Context: an optimization exercise on an open-source flow, tuned for small area. The choices shown serve that exercise and are no tape-out recipe.
No functional check of the RTL was part of this run.

==> flow/design.v <==
`timescale 1ns / 1ps
module AHB_Slave(Hclk, Hresetn, Hreadyin, Hwrite, Htrans, Haddr, Hwdata, Prdata,
        valid, Hwrite_reg, Hresp, temp_selx, Haddr1, Haddr2, Hwdata1, Hwdata2, Hrdata);
input Hclk, Hresetn, Hreadyin ,Hwrite;
input [1:0] Htrans;
input [31:0] Haddr, Hwdata, Prdata;
output reg valid, Hwrite_reg;
output [1:0] Hresp;
output reg [2:0] temp_selx;
output reg [31:0] Haddr1, Haddr2, Hwdata1, Hwdata2;
output [31:0] Hrdata; 
parameter IDLE = 2'b00,        
          BUSY = 2'b01,        
          NONSEQ = 2'b10,      
          SEQ = 2'b11;         
parameter OKAY = 2'b00,
          ERROR = 2'b01,
          RETRY = 2'b10,
          SPLIT =2'b11;
parameter INTERURPT_CONTROLLER = 3'b001,
          COUNTER_TIMER = 3'b010,
          REMAP_PAUSE = 3'b100,
          UNDEFINED = 3'b000;
always @(Hreadyin,Haddr,Htrans,Hresetn)
begin
    if(Hresetn == 0)
        valid = 0;
    else if ((Hreadyin == 1) && (Haddr >= 32'h8000_0000 && Haddr < 32'h8C00_0000) && (Htrans == NONSEQ || Htrans == SEQ))
	   valid = 1;
	else
	   valid = 0;
end
always @(Haddr,Hresetn)
begin
    if (Hresetn && (Haddr >= 32'h8000_0000 && Haddr < 32'h8400_0000))
        temp_selx = INTERURPT_CONTROLLER;
    else if (Hresetn && (Haddr >= 32'h8400_0000 && Haddr < 32'h8800_0000))
        temp_selx = COUNTER_TIMER;
    else if (Hresetn && (Haddr >= 32'h8800_0000 && Haddr < 32'h8C00_0000))
        temp_selx = REMAP_PAUSE;
    else
        temp_selx = UNDEFINED;
end
always @(posedge Hclk)
begin
    if(Hresetn==0)
    begin
        Haddr1 <= 0;
        Haddr2 <= 0;
    end
    else
    begin
        Haddr1 <= Haddr;
        Haddr2 <= Haddr1;
    end		
end
always @(posedge Hclk)
begin	
    if(Hresetn==0)
	begin
	   Hwdata1 <= 0;
	   Hwdata2 <= 0;
	end
	else
	begin
		Hwdata1 <= Hwdata;
		Hwdata2 <= Hwdata1;
	end		
end
always @(posedge Hclk)
begin	
	if(Hresetn==0)
		Hwrite_reg <= 0;
	else
		Hwrite_reg <= Hwrite;
end 
assign Hrdata = Prdata;    
assign Hresp = OKAY;    
endmodule
`timescale 1ns / 1ps
module APB_Controller(Hclk, Hresetn, Hwrite, Hwrite_reg, valid, temp_selx, Hwdata1, Hwdata2, 
                    Haddr1, Haddr2, Penable, Pwrite, Pselx, Paddr, Pwdata, Hreadyout);
input Hclk, Hresetn, valid, Hwrite, Hwrite_reg;
input [2:0] temp_selx;
input [31:0] Haddr1, Haddr2, Hwdata1, Hwdata2; 
output reg Pwrite, Penable, Hreadyout;  
output reg [2:0] Pselx;
output reg [31:0] Paddr, Pwdata;
parameter ST_IDLE = 3'b000,
          ST_WWAIT = 3'b001,
          ST_READ = 3'b010,
          ST_WRITE = 3'b011,
          ST_WRITEP = 3'b100,
          ST_RENABLE = 3'b101,
          ST_WENABLE = 3'b110,
          ST_WENABLEP = 3'b111;
reg [2:0] stateP;
reg [2:0] stateN;       
always @(posedge Hclk)
begin: Reset_Logic
    if(Hresetn == 0)
        stateP <= ST_IDLE;
    else
        stateP <= stateN;
end
always @(stateP, valid, Hwrite, Hwrite_reg)
begin: NextState_Logic
stateN = ST_IDLE;
case(stateP)
    ST_IDLE:
    begin
        if(~valid)
            stateN = ST_IDLE;
        else if (valid && Hwrite)
            stateN = ST_WWAIT;
        else if (valid && ~Hwrite)
            stateN = ST_READ;  
    end
    ST_WWAIT:
    begin
        if(~valid)
            stateN = ST_WRITE;
        else
            stateN = ST_WRITEP;
    end
    ST_READ: stateN = ST_RENABLE;
    ST_WRITE:
    begin
        if(~valid)
            stateN = ST_WENABLE;
        else
            stateN = ST_WENABLEP;           
    end
    ST_WRITEP: stateN = ST_WENABLEP;   
    ST_RENABLE:
    begin
        if(~valid)
            stateN = ST_IDLE;
        else if (valid && Hwrite)
            stateN = ST_WWAIT;
        else if (valid && ~Hwrite)
            stateN = ST_READ;
    end
    ST_WENABLE:
    begin
        if(~valid)
            stateN = ST_IDLE;
        else if (valid && Hwrite)
            stateN = ST_WWAIT;
        else if (valid && ~Hwrite)
            stateN = ST_READ;
    end  
    ST_WENABLEP:
    begin
        if(~Hwrite_reg)
            stateN = ST_READ;
        else if(~valid && Hwrite_reg)
            stateN = ST_WRITE;
        else if(valid && Hwrite_reg)
            stateN = ST_WRITEP;
    end
    default: stateN = ST_IDLE;   
endcase
end 
reg Penable_temp, Hreadyout_temp, Pwrite_temp;
reg [2:0] Pselx_temp;
reg [31:0] Paddr_temp, Pwdata_temp;
reg pending, pending_next;
always @(*)
begin: Combinational_Output_Logic
    Paddr_temp = Paddr;
    Pwdata_temp = Pwdata;
    Pwrite_temp = Pwrite;
    pending_next = pending;
    case(stateP)
        ST_IDLE:
        begin
            Pselx_temp = 0;           
            Penable_temp = 0;         
            Hreadyout_temp = 1;       
        end
        ST_WWAIT:
        begin 
            pending_next = 1;                
            Pselx_temp = 0;          
            Penable_temp = 0;
            Hreadyout_temp = 1;
        end
        ST_READ:
        begin
            Paddr_temp = Haddr1;        
            Pselx_temp = temp_selx;    
            Pwrite_temp = 0;           
            Penable_temp = 0;          
            Hreadyout_temp = 0;        
        end
        ST_WRITE:
        begin
            Paddr_temp = Haddr1;       
            Pselx_temp = temp_selx;    
            Pwrite_temp = 1;           
            Penable_temp = 0;          
            Hreadyout_temp = 0;        
            Pwdata_temp = Hwdata1;
        end
        ST_WRITEP:
        begin
            if(pending==1)                 
            begin
                Paddr_temp = Haddr1;
                Pwdata_temp = Hwdata1;
            end
            else
            begin
                Paddr_temp = Haddr2;
                Pwdata_temp = Hwdata2;
            end
            Pselx_temp = temp_selx;     
            Pwrite_temp = 1;            
            Penable_temp = 0;           
            Hreadyout_temp = 0;         
        end
        ST_RENABLE:
        begin
            Penable_temp = 1;           
            Hreadyout_temp = 1;         
            Pselx_temp = temp_selx;     
        end
        ST_WENABLE:
        begin
            Penable_temp = 1;           
            Hreadyout_temp = 1;         
            Pselx_temp = temp_selx;     
        end
        ST_WENABLEP:
        begin
            pending_next = 0;
            Penable_temp = 1;           
            Hreadyout_temp = 1;         
            Pselx_temp = temp_selx;       
        end    
    endcase
end
always @(posedge Hclk)
begin: Sequential_Output_Logic
    if(~Hresetn)
    begin
        Paddr <= 0;
	    Pwrite <= 0;
	    Pselx <= 0;
	    Pwdata <= 0;
	    Penable <= 0;
	   Hreadyout <= 0;
	   pending <= 0;
    end
    else
    begin
        Paddr <= Paddr_temp;
        Pwrite <= Pwrite_temp;
        Pselx <= Pselx_temp;
        Pwdata <= Pwdata_temp;
        Penable <= Penable_temp;
        Hreadyout <= Hreadyout_temp;
        pending <= pending_next;
    end    
end
endmodule
`timescale 1ns / 1ps
module BridgeTop(Hclk, Hresetn, Hwrite, Hreadyin, Hreadyout, Hwdata, Haddr, Htrans,
                Prdata, Penable, Pwrite, Pselx, Paddr, Pwdata, Hresp, Hrdata);
input Hclk, Hresetn, Hwrite, Hreadyin;
input[1:0] Htrans;
input [31:0] Hwdata, Haddr, Prdata;
output Penable, Pwrite, Hreadyout;
output [1:0] Hresp; 
output [2:0] Pselx;
output [31:0] Paddr, Pwdata, Hrdata;
wire valid, Hwrite_reg;
wire [2:0] temp_selx;  
wire [31:0] Haddr1, Haddr2, Hwdata1, Hwdata2;
AHB_Slave Slave(Hclk, Hresetn, Hreadyin, Hwrite, Htrans, Haddr, Hwdata, Prdata,
        valid, Hwrite_reg, Hresp, temp_selx, Haddr1, Haddr2, Hwdata1, Hwdata2, Hrdata);
APB_Controller FSM(Hclk, Hresetn, Hwrite, Hwrite_reg, valid, temp_selx, Hwdata1, Hwdata2, 
                    Haddr1, Haddr2, Penable, Pwrite, Pselx, Paddr, Pwdata, Hreadyout);
endmodule
==> flow/run.sh <==
#!/bin/bash
# synth_recipe.tcl (not shown) runs the flow's synth.tcl, then flattens the netlist and writes it again
# the make line also repeats each setting of config.mk as NAME=value (left out here)
make -C /OpenROAD-flow-scripts/flow DESIGN_CONFIG=/design/flow/config.mk WORK_HOME=/design/flow/orfs CLKGATE_MAP_FILE= SYNTH_SCRIPT=/design/flow/synth_recipe.tcl finish
==> flow/config.mk <==
export PLATFORM = sky130hd
export DESIGN_NAME = BridgeTop
export DESIGN_NICKNAME = BridgeTop
export VERILOG_FILES = /design/flow/design.v
export SDC_FILE = /design/flow/constraint.sdc
export NUM_CORES = 4
export LEC_CHECK = 0
export CAP_MARGIN = 20
export CORE_MARGIN = 2
export CORE_UTILIZATION = 40
export SLEW_MARGIN = 20
==> flow/constraint.sdc <==
create_clock -name core_clock -period 3.0 [get_ports {Hclk}]
set_input_delay 0.6000 -clock core_clock [delete_from_list [all_inputs] [get_ports {Hclk}]]
set_output_delay 0.6000 -clock core_clock [all_outputs]
set_load 0.01 [all_outputs]
==> notes.md <==
[final cells by class]
class | instances | area [um^2]
multi-input combinational | 365 | 2470
clock inverter | 14 | 209.0
sequential | 203 | 4064
clock buffer | 24 | 556.8
fill | 1509 | 8094
tap | 225 | 281.5
inverter | 4 | 15.01
timing repair buffer | 148 | 1486
[synthesized netlist by cell type]
cell type	number	area (um^2)
a2111oi_0	1	8.760
a2111oi_1	1	10.01
a211o_1	1	8.760
a211oi_1	15	112.6
a211oi_2	18	225.2
a21o_1	1	7.510
a21oi_1	3	15.01
a221oi_1	1	8.760
a22o_1	1	8.760
a22oi_1	1	7.510
a31oi_1	1	6.260
and2_1	128	800.8
buf_1	1	3.750
buf_2	8	40.04
buf_4	37	277.8
buf_6	3	33.78
clkbuf_1	26	97.59
conb_1	1	3.750
dfxtp_1	203	4064
inv_1	4	15.01
mux2_2	1	11.26
mux2i_1	64	640.6
nand2_1	40	150.1
nand4_1	1	6.260
nor2_1	36	135.1
nor2_8	1	20.02
nor2b_1	2	12.51
nor3_1	1	5.000
nor4_1	1	6.260
nor4b_1	3	26.28
o211a_1	1	10.01
o21ai_0	7	35.03
o21ai_1	31	155.2
or2_2	1	6.260
or3b_1	1	8.760
[power by group through the flow]
| stage | registers [mW] | clock network [mW] | logic (mW) |
|---|---|---|---|
| 2_1_floorplan | 3.35 | 0 | 0.992 |
| 3_3_place_gp | 3.29 | 0 | 1.77 |
| 3_5_place_dp | 3.30 | 0 | 1.80 |
| 4_1_cts | 3.24 | 2.90 | 1.81 |
| 5_1_grt | 3.28 | 3.02 | 1.97 |
| 6_report | 3.24 | 2.82 | 1.80 |
[layer usage]
metal	wire length [um]	global-route usage	vias up
met4	251	0.04167	0
met3	1061	0.04735	21
met2	6176	0.2395	161
li1	-	-	2290
met5	0	0	-
met1	6515	0.2011	2121
[final timing paths]
kind	endpoint	cells after the start	slack, ps
setup reg to reg	FSM.Pwdata[30]	5	810
hold / removal	Slave.Haddr1[31]	2	410
setup / recovery	FSM.Pwdata[30]	5	810
hold reg to reg	FSM.Paddr[8]	2	440
[worst register-to-register path, cell delays in order (launching register included)]
cell and delay (ps):
dfxtp_1 510, or3b_1 540, nor2_8 150, buf_12 420, mux2i_1 190, a211oi_1 280
[placed cells by master (no fill, tap or decap), types with 2 or more instances in the layout]
cell type and n:
a211oi_1 15, a211oi_2 18, a21oi_1 3, and2_1 128, buf_4 9, bufinv_16 5
clkbuf_16 21, clkbuf_8 2, clkdlybuf4s50_1 137, clkinv_2 5, clkinv_4 2, conb_1 2
dfxtp_1 203, inv_1 3, mux2i_1 64, nand2_1 40, nor2_1 35, nor2b_1 2
nor4b_1 3, o21ai_0 7, o21ai_1 30
[cells by family after synthesis]
| family | count (synthesis) | share of synthesized area |
|---|---|---|
| AO/OA/AOI/OAI | 83 | 0.08868 |
| AND/OR/NAND/NOR | 215 | 0.1686 |
| multiplexers | 65 | 0.09333 |
| other | 1 | 0.0005369 |
| buffers and inverters | 79 | 0.06700 |
| flip-flops | 203 | 0.5819 |
[stage by stage]
step	instance area (um^2)	hold WS, ps	instances	setup slack [ps]
floorplan	6988	429.1	647	1064
global placement	8289	433.6	944	464.4
detailed placement	8289	438.9	944	388.0
CTS	9055	400.5	982	507.2
global route	9082	416.3	983	615.1
finish	9082	408.2	983	807.9
==> impl_metrics.toml <==
[outcome]
status = "finished clean"

[global_route]
grt_use_total = 0.1518
grt_max_degree = 111
grt_overflow_total = 0
grt_pass1_wl_mm = 22.72
antenna_found_initial = 0
grt_pass1_vias = 4520

[timing]
setup_tns_ps = 0
layout_min_cycle_time_ps = 2192
fmax_mhz = 456.2
rsz0062_at_grt = "false"
relSlewSlack = 0.3808
setup_viol = 0
fin_crit_sh = 0.7307
slew_violations = 0
finClkSkew_ps = 10.53
hold_violations = 0
worstMarginPinSlew_ps = 928.8

[routing]
routed_via_density = 4.672
detail_route.wirelength_mm = 14.01
drtIter0Drc = 168
drt-wirelength-per-cell_um = 14.25
drc = 0
antenna_left = 0
dr_total_vias = 4593
drt_pass1_iterations = 5

[worst_setup_path]
arrival_ps = 2580
critPathCaptureType = "register"
crit_path_max_incr_delay_ps = 540
reg2reg_from = "FSM.stateP[2]"
crit_fanout = 64
worst-path-buf-inv = 1
timing.critical_path.max_delay_family = "simple AND/OR/NAND/NOR gates"
slowest_stage = "or3b_1"
crit_path_start_kind = "register"
cp_cell_sequence = "or3b_1, nor2_8, buf_12, mux2i_1, a211oi_1"
setup.worst_path.class = "reg -> reg"
critical_path_required_ps = 3390
setup.worst_path.start = "FSM.stateP[2]"

[clock_network]
cts-resized-gates = 0
cts_tree = "done"
post_cts_buffers = 0
htreeDepth = 1
cts_buffer_depth = 3
cts-root-buf = "clkbuf_16"
hold_buffers = 0
insertion_delay_ps = 490
numCtsBuffers = 21
clk_pin_slew_ps = 60
clock_sinks = 203

[power]
clock_power_share = 0.359
switching_share = 0.2722
power_switching_mw = 2.142
ir_drop_v = 0.0004582
seqPwrFrac = 0.412
p_leak_nw = 3.287
combPwrFrac = 0.229
cellPowerDensity_nw_per_um2 = 866.4
p_int_mw = 5.728
p_total_mw = 7.869

[final_layout]
fin_util = 0.5288
antenna_cells = 0
syn2layout_area_growth_pct = 30.04
drive_above_1_share = 0.09499
fin_nets = 845

[place]
post-dp-hpwl_mm = 8.650
io_buffers = 138
place_congestion = 0.7094

[min_path]
hold_class = "in -> reg"
min_from = "Hresetn"

[yosys]
yosysWarnings = 2
syn_inst = 646
ys_types = 35
synthesis.area_um2 = 6984
synth_seq_cells = 203
avgSynthCellArea_um2 = 10.81
yosysSeqAreaShare = 0.5819

[floorplanning]
die_h_um = 136.1
fp-row-count = 48
initial_core_util = 0.4066
dieArea_um2 = 18530
io-pin-count = 206
core_um2 = 17180
dieWidth_um = 136.1

[run]
maxCapViolations = 0

## static timing again, ports no longer ideal
The flow's constraints put no driver on any port. The routed layout listed below was extracted and timed again, unchanged, in two steps. Step 1, drivers: a clkbuf_16 drives Hclk and a buf_2 each remaining input, both assumed. Step 2, shift: input delay + t, output delay - t, t = (earliest + latest rising clock arrival at the registers) / 2. This alone moves slack from input paths to output paths. Three values: ideal ports, drivers, drivers and shift; two values: the first two.
shift t [ns]: 0.529
setup WS [ns]: 0.808 / 0.808 / 0.378
cell pins on the clock port's net: 1
After both steps setup and hold are still met in this run. The setup slack of this run moves by 0.000 ns with the drivers and by -0.430 ns with both steps.
